This design comes from an exercise in tuning for small area, a short achievable clock period and few clock cycles per item on the open sky130 flow, not from production work.
At most, simulation tests tie the RTL to the original design; equivalence was not proved.
No activity file was given, so power comes from the tool's default toggle rates.

==> branch fjord: inputs <==
## atanh
module atanh (
  input                     clk,
  input                     rstn,
  input                     trig,
  input  signed       [8:0] tanha,
  output logic              vld,
  output logic signed [8:0] a2_latch
);
  wire        s = tanha[8];
  wire  [7:0] l = tanha[7:0];
  wire  [7:0] below;                          
  assign below[0] = 1'b0;
  genvar i;
  for (i = 1; i < 8; i = i + 1) begin : g_below
    assign below[i] = |l[i-1:0];
  end
  wire  [7:0] m = l ^ ({8{s}} & below);
  wire        z = ~|l;                        
  wire  [0:7] mr = m;                         
  wire  [0:7] gr;                             
  wire  [7:0] g = gr;
  wire  [8:0] a2;
  ...
export LEC_CHECK = 0
export ABC_AREA = 1
export CAP_MARGIN = 20
export CORE_MARGIN = 2
export CORE_UTILIZATION = 40
export CTS_BUF_LIST = sky130_fd_sc_hd__clkbuf_2
export PLACE_DENSITY = 0.6
export SLEW_MARGIN = 20
create_clock -name core_clock -period 7.5 [get_ports {clk}]
standard.sh (not shown) runs the stock make flow with config.mk's settings and CLKGATE_MAP_FILE= SYNTH_SCRIPT=/design/flow/synth_recipe.tcl, a recipe that flattens the netlist after the stock synthesis.
==> flow/flow/run.sh <==
#!/bin/bash
# The standard layout (standard.sh), with three changes that only affect how
# the layout is made:
#  - synthesis uses flow/my_synth.tcl, which is synth_recipe.tcl with the abc
#    mapping script swapped for flow/abc.script (area mapping without abc's
#    own buffering; registers are mapped exactly as in the standard synthesis);
#  - no full/half-adder extraction (ADDER_MAP_FILE empty), so the table logic
#    is mapped as plain gates;
#  - plain buf_2 cells as the port buffers.
export MY_ABC_SCRIPT=$PWD/flow/abc.script
bash standard.sh SYNTH_SCRIPT=$PWD/flow/my_synth.tcl ADDER_MAP_FILE= \
  BUFFER_PORTS_ARGS="-buffer_cell sky130_fd_sc_hd__buf_2" finish > standard.log 2>&1
==> flow/flow/abc.script <==
strash
dch
map -B 0.9
strash
dch -f
map -B 0.9
topo
stime -c
upsize -c
dnsize -c
==> flow/flow/my_synth.tcl <==
proc synth {args} { yosys synth -nofsm -noshare {*}$args }
proc abc {args} {
  set i [lsearch $args -script]
  if { $i >= 0 && [info exists ::env(MY_ABC_SCRIPT)] } { lset args [expr {$i + 1}] $::env(MY_ABC_SCRIPT) }
  yosys abc {*}$args
}
source $::env(SCRIPTS_DIR)/synth.tcl
# left out here: clear keep_hierarchy, flatten, clean up, hide names made inside functions, write 1_2_yosys.v
==> branch harbor (differences from branch fjord) <==
==> flow/flow/abc.script (replaced) <==
strash
dch
map -B 0.9
topo
stime -c
upsize -c
dnsize -c
--- a/flow/config.mk
+++ b/flow/config.mk
@@ -11,3 +11,2 @@
 export CORE_UTILIZATION = 40
-export CTS_BUF_LIST = sky130_fd_sc_hd__clkbuf_2
 export PLACE_DENSITY = 0.6
==> branch delta (differences from branch fjord) <==
==> flow/flow/abc.script (replaced) <==
strash
dch
map -B 0.9
topo
stime -c
upsize -c
dnsize -c
==> comparison table <==
item                                                                    branch fjord  branch harbor  branch delta
Post-synthesis instance total                                                    308            309           309
Die width                                                                    70.0 um        70.4 um       70.4 um
Vias after detailed routing                                                     2242           2236          2249
Number of tapcells                                                                50             52            52
Number of stages on the worst setup path                                          25             29            29
Clock tree root driver cell                                                 clkbuf_2       clkbuf_8      clkbuf_2
Period utilisation layout                                                      56.4%          58.3%         58.0%
Clock-pin slew of the registers on the worst-case setup and hold paths       0.10 ns        0.04 ns       0.09 ns
P_sw                                                                        0.150 mW       0.150 mW      0.150 mW
Clock share of power                                                           10.3%          17.5%         10.4%
Die area                                                                 0.00489 mm2    0.00496 mm2   0.00496 mm2
Via density                                                                     5.85           5.81          5.84
Multi-input logic area                                                   0.00134 mm2    0.00136 mm2   0.00136 mm2
Post-synthesis to final-layout area growth                                     10.7%          12.0%         10.5%
Routing usage on met1                                                          32.8%          32.5%         32.5%
Status                                              no timing/DRC/antenna violations  no timing/DRC/antenna violations  no timing/DRC/antenna violations
Worst setup margin                                                           3.27 ns        3.13 ns       3.15 ns
Post-synthesis compound-gate area fraction                                     23.0%          24.8%         24.8%
Logic pwr share                                                                66.0%          60.6%         66.0%
Placed wire-length estimate after detailed placement                         4.44 mm        4.38 mm       4.38 mm
Clk. pwr                                                                   0.0292 mW      0.0539 mW     0.0293 mW
Utilization of the core after routing                                          47.2%          46.0%         45.4%
Testbench counts of branch fjord, summed over its fixed seeds: cycles 2,048, ops 2,048.
Testbench counts of branch harbor, summed over its fixed seeds: cycles 2,048, ops 2,048.
Testbench counts of branch delta, summed over its fixed seeds: cycles 2,048, ops 2,048.


==> maple <==
atanh, a different RTL version from the one above (not shown whole).
export LEC_CHECK = 0
export ABC_AREA = 1
export CAP_MARGIN = 20
export CORE_MARGIN = 2
export CORE_UTILIZATION = 40
export PLACE_DENSITY = 0.6
export SLEW_MARGIN = 20
create_clock -name core_clock -period 7.5 [get_ports {clk}]
run.sh (not shown) runs the stock make flow with config.mk's settings and CLKGATE_MAP_FILE= SYNTH_SCRIPT=/design/flow/synth_recipe.tcl, a recipe that flattens the netlist after the stock synthesis.
Stock flow here: none of the scripts above is used.
==> violet (differences from maple) <==
Settings changed: ABC_AREA 1 to unset.
==> summary of the runs <==
In violet the via count is larger than in maple, by 11%.
violet went through all stages and came out clean. maple ran to the end with no violations.
Against maple, the setup slack of violet is worse by 0.11 ns.
Against violet, the sequential power of maple is lower by 8.6%.
Final area: violet is larger than maple (about 10%).
In clock skew, maple and violet do not differ.
First-iteration DRC count: violet is lower than maple (43%).
Fmax: violet is smaller than maple (1.7%).
Against violet, the non-clock buffer count of maple is lower by 12.
No functional check of the RTL was part of any run of this note.


==> quartz: inputs <==
atanh, a different RTL version from the one above (not shown whole).
clock: 7.5 ns
lec_check: 0
abc_area: 1
cap_margin: 20
core_margin: 2
core_utilization: 65
cts_buf_list: sky130_fd_sc_hd__clkbuf_4
place_density: 0.8
slew_margin: 20
standard.sh (not shown) runs the stock make flow with config.mk's settings and CLKGATE_MAP_FILE= SYNTH_SCRIPT=/design/flow/synth_recipe.tcl, a recipe that flattens the netlist after the stock synthesis.
==> flow/flow/run.sh <==
#!/bin/bash
# The standard layout (standard.sh), with changes that only affect how the
# layout is made:
#  - synthesis uses flow/my_synth.tcl, which is synth_recipe.tcl with the abc
#    mapping script swapped for flow/abc.script (registers are mapped exactly
#    as in the standard synthesis);
#  - no full/half-adder extraction (ADDER_MAP_FILE empty), so the table logic
#    is mapped as plain gates;
#  - plain buf_2 cells as the port buffers, buf_1 on the outputs
#    (flow/ports.tcl, run before the resize step of placement).
export MY_ABC_SCRIPT=$PWD/flow/abc.script
bash standard.sh SYNTH_SCRIPT=$PWD/flow/my_synth.tcl ADDER_MAP_FILE= \
  BUFFER_PORTS_ARGS="-buffer_cell sky130_fd_sc_hd__buf_2" \
  PRE_RESIZE_TCL=$PWD/flow/ports.tcl finish > standard.log 2>&1
==> flow/flow/abc.script <==
strash
dch
map -B 0.9
strash
dch -f
map -B 0.9
topo
stime -c
upsize -c
dnsize -c
==> flow/flow/ports.tcl <==
# Output ports drive only the fixed 10 fF load and have slack to spare, so
# their port buffers (inserted by buffer_ports as buf_2) are made buf_1.
foreach inst [get_cells output*] {
  replace_cell $inst sky130_fd_sc_hd__buf_1
}
Scripts as last shown in full above: flow/flow/my_synth.tcl
==> lagoon (differences from quartz) <==
Settings changed: CORE_UTILIZATION 65 to 40, GPL_TIMING_DRIVEN set to 1, PLACE_DENSITY 0.8 to 0.6.
==> notes.md <==
Clock skew is the same in quartz and lagoon. In sequential power, quartz and lagoon hardly differ. In combinational power, quartz and lagoon hardly differ. Of lagoon and quartz, quartz has the higher first-iteration DRC count (gap about 24%, measured against quartz). Die area: quartz is smaller than lagoon (about 37%). Between quartz and lagoon, the lower wire length is in quartz (gap 2.5%, measured against lagoon). Synthesized cell count is the same in lagoon and quartz. Global-route usage: lagoon is lower than quartz (14 points). Against quartz, the total power of lagoon is lower by 1.0%.
==> figures <==
| item | lagoon | quartz |
|---|---|---|
| Status | finished clean | finished clean |
| Average wire length per cell after detail routing | 13.64 um | 13.95 um |
| Fraction of area in clock buffers and inverters | 1.100% | 1.298% |
| Transition time at the pin with the least slew margin | 438.9 ps | 443.1 ps |
| Die width | 72.32 um | 57.59 um |
| Global-route wire length before repair | 10140 um | 9873 um |
| Count of buffering cells on the critical path with inverters included | 2 | 1 |
| Cell leakage power | 1.035 nW | 1.036 nW |
| Fraction of area in multi-input gates | 73.17% | 73.98% |
| Share of power burned in registers | 23.9% | 23.6% |
| Post-Place Setup Slack | 3969 ps | 3910 ps |
| Clock Power | 0.0363 mW | 0.0383 mW |
| Crit share post-route | 43.89% | 44.35% |
| Total chip power | 0.2774 mW | 0.2802 mW |
| Switching share of power | 51.58% | 51.82% |
| Height of the die | 72.32 um | 57.59 um |
| Via density per instance | 5.755 | 6.133 |
| Worst-path maximum fanout | 12 | 16 |
| Number of cells in the design after placement | 422 | 401 |
| Final weighted congestion of routability-driven global placement | 0.9674 | 1.080 |
Testbench counts of quartz, summed over its fixed seeds: cycles 2,048, ops 2,048.
Testbench counts of lagoon, summed over its fixed seeds: cycles 2,048, ops 2,048.


==> v10: inputs <==
Another version of the RTL of atanh (not shown whole).
==> flow/config.mk <==
export PLATFORM = sky130hd
export DESIGN_NAME = atanh
export DESIGN_NICKNAME = atanh
export VERILOG_FILES = /design/flow/design.v
export SDC_FILE = /design/flow/constraint.sdc
export NUM_CORES = 4
export LEC_CHECK = 0
export ABC_AREA = 1
export CAP_MARGIN = 20
export CORE_MARGIN = 2
export CORE_UTILIZATION = 40
export CTS_BUF_LIST = sky130_fd_sc_hd__clkbuf_2
export PLACE_DENSITY = 0.6
export SLEW_MARGIN = 20
==> flow/constraint.sdc <==
create_clock -name core_clock -period 7.5 [get_ports {clk}]
set_input_delay 1.5000 -clock core_clock [delete_from_list [all_inputs] [get_ports {clk}]]
set_output_delay 1.5000 -clock core_clock [all_outputs]
set_load 0.01 [all_outputs]
Scripts as last shown in full above: flow/flow/run.sh, flow/flow/abc.script, flow/flow/my_synth.tcl, flow/flow/ports.tcl
==> v18: changes against v10 <==
--- a/flow/config.mk
+++ b/flow/config.mk
@@ -10,5 +10,5 @@
 export CORE_MARGIN = 2
 export CORE_UTILIZATION = 40
-export CTS_BUF_LIST = sky130_fd_sc_hd__clkbuf_2
+export CTS_BUF_LIST = sky130_fd_sc_hd__clkbuf_2 sky130_fd_sc_hd__clkbuf_4
 export PLACE_DENSITY = 0.6
 export SLEW_MARGIN = 20
==> comparison table <==
quantity	v10	v18
Data arrival time at the worst-slack endpoint	4.21 ns	4.22 ns
Detail-routed net length per standard cell	16.3 µm	16.3 µm
Upper clock frequency limit	247 MHz	247 MHz
Aggregate routed wire length	6470 µm	6500 µm
Status	complete, no violations	complete, no violations
Signed area change from the synthesized netlist to the final layout	10.0%	10.4%
Non-clock buffer share	4.78%	4.76%
Total power divided by cell area	146 nW/µm²	150 nW/µm²
Minimum clock period	4.05 ns	4.06 ns
Detailed-route wire length on metal 1	2560 µm	2690 µm
Switching pwr	154 µW	155 µW
Internal Pwr Total	129 µW	137 µW
Total met2 wirelength after detailed routing	3010 µm	3060 µm
Clock latency reported for the late side of the worst-skew pair	0.26 ns	0.27 ns
Total Power Consumption	283 µW	292 µW
Wire length of the first global-routing pass	10,700 µm	10,600 µm
Relative slew slack	45.6%	43.8%
Fillers	483	482
Register share of the cell area	12.9%	12.9%
Violation count after the first detailed-routing iteration	264	215
Number of global-route vias before repair	2,197	2,190
Tightest hold margin	0.492 ns	0.483 ns
Clock slew at reported path FFs	0.11 ns	0.08 ns
Met1 global-route usage	33.7%	33.6%
Testbench counts of v10, summed over its fixed seeds: cycles 2,048, ops 2,048.
Testbench counts of v18, summed over its fixed seeds: cycles 2,048, ops 2,048.

-- re-timing with driven ports --
The flow's constraints put no driver on any port. The routed layouts listed below were extracted and timed again, unchanged, in two steps. Step 1 (the two cells are an assumption about what drives the block):
set clk [get_ports {clk}]
set_driving_cell -lib_cell sky130_fd_sc_hd__clkbuf_16 $clk
set_driving_cell -lib_cell sky130_fd_sc_hd__buf_2 [delete_from_list [all_inputs] $clk]
Step 2 adds t to the input delays and takes it off the output delays; t is the mean of the earliest and latest rising clock arrival at the registers after step 1. Input paths then give back, and output paths get back, about the clock's delay inside the block. Three values: no drivers, after step 1, after step 2; two values: the first two.
| run | t (ns) | setup slack, ns | worst register clock-pin slew, ns |
|---|---|---|---|
| branch fjord | 0.263 | 3.272 / 3.272 / 3.010 | 0.10 / 0.10 |
| branch harbor | 0.248 | 3.126 / 3.127 / 2.878 | 0.05 / 0.05 |
| branch delta | 0.269 | 3.146 / 3.148 / 2.879 | 0.10 / 0.10 |
| maple | 0.254 | 1.218 / 1.217 / 0.963 | 0.05 / 0.05 |
| violet | 0.249 | 1.106 / 1.103 / 0.854 | 0.04 / 0.04 |
| quartz | 0.284 | 4.174 / 4.176 / 3.891 | 0.07 / 0.07 |
| lagoon | 0.277 | 4.208 / 4.206 / 3.930 | 0.06 / 0.06 |
| v10 | 0.286 | 3.451 / 3.450 / 3.164 | 0.11 / 0.11 |
| v18 | 0.294 | 3.444 / 3.443 / 3.149 | 0.08 / 0.08 |
After both steps setup and hold are still met in every run listed. The setup slack of v18, which loses most, moves by -0.001 ns with the drivers and by -0.295 ns with both steps.
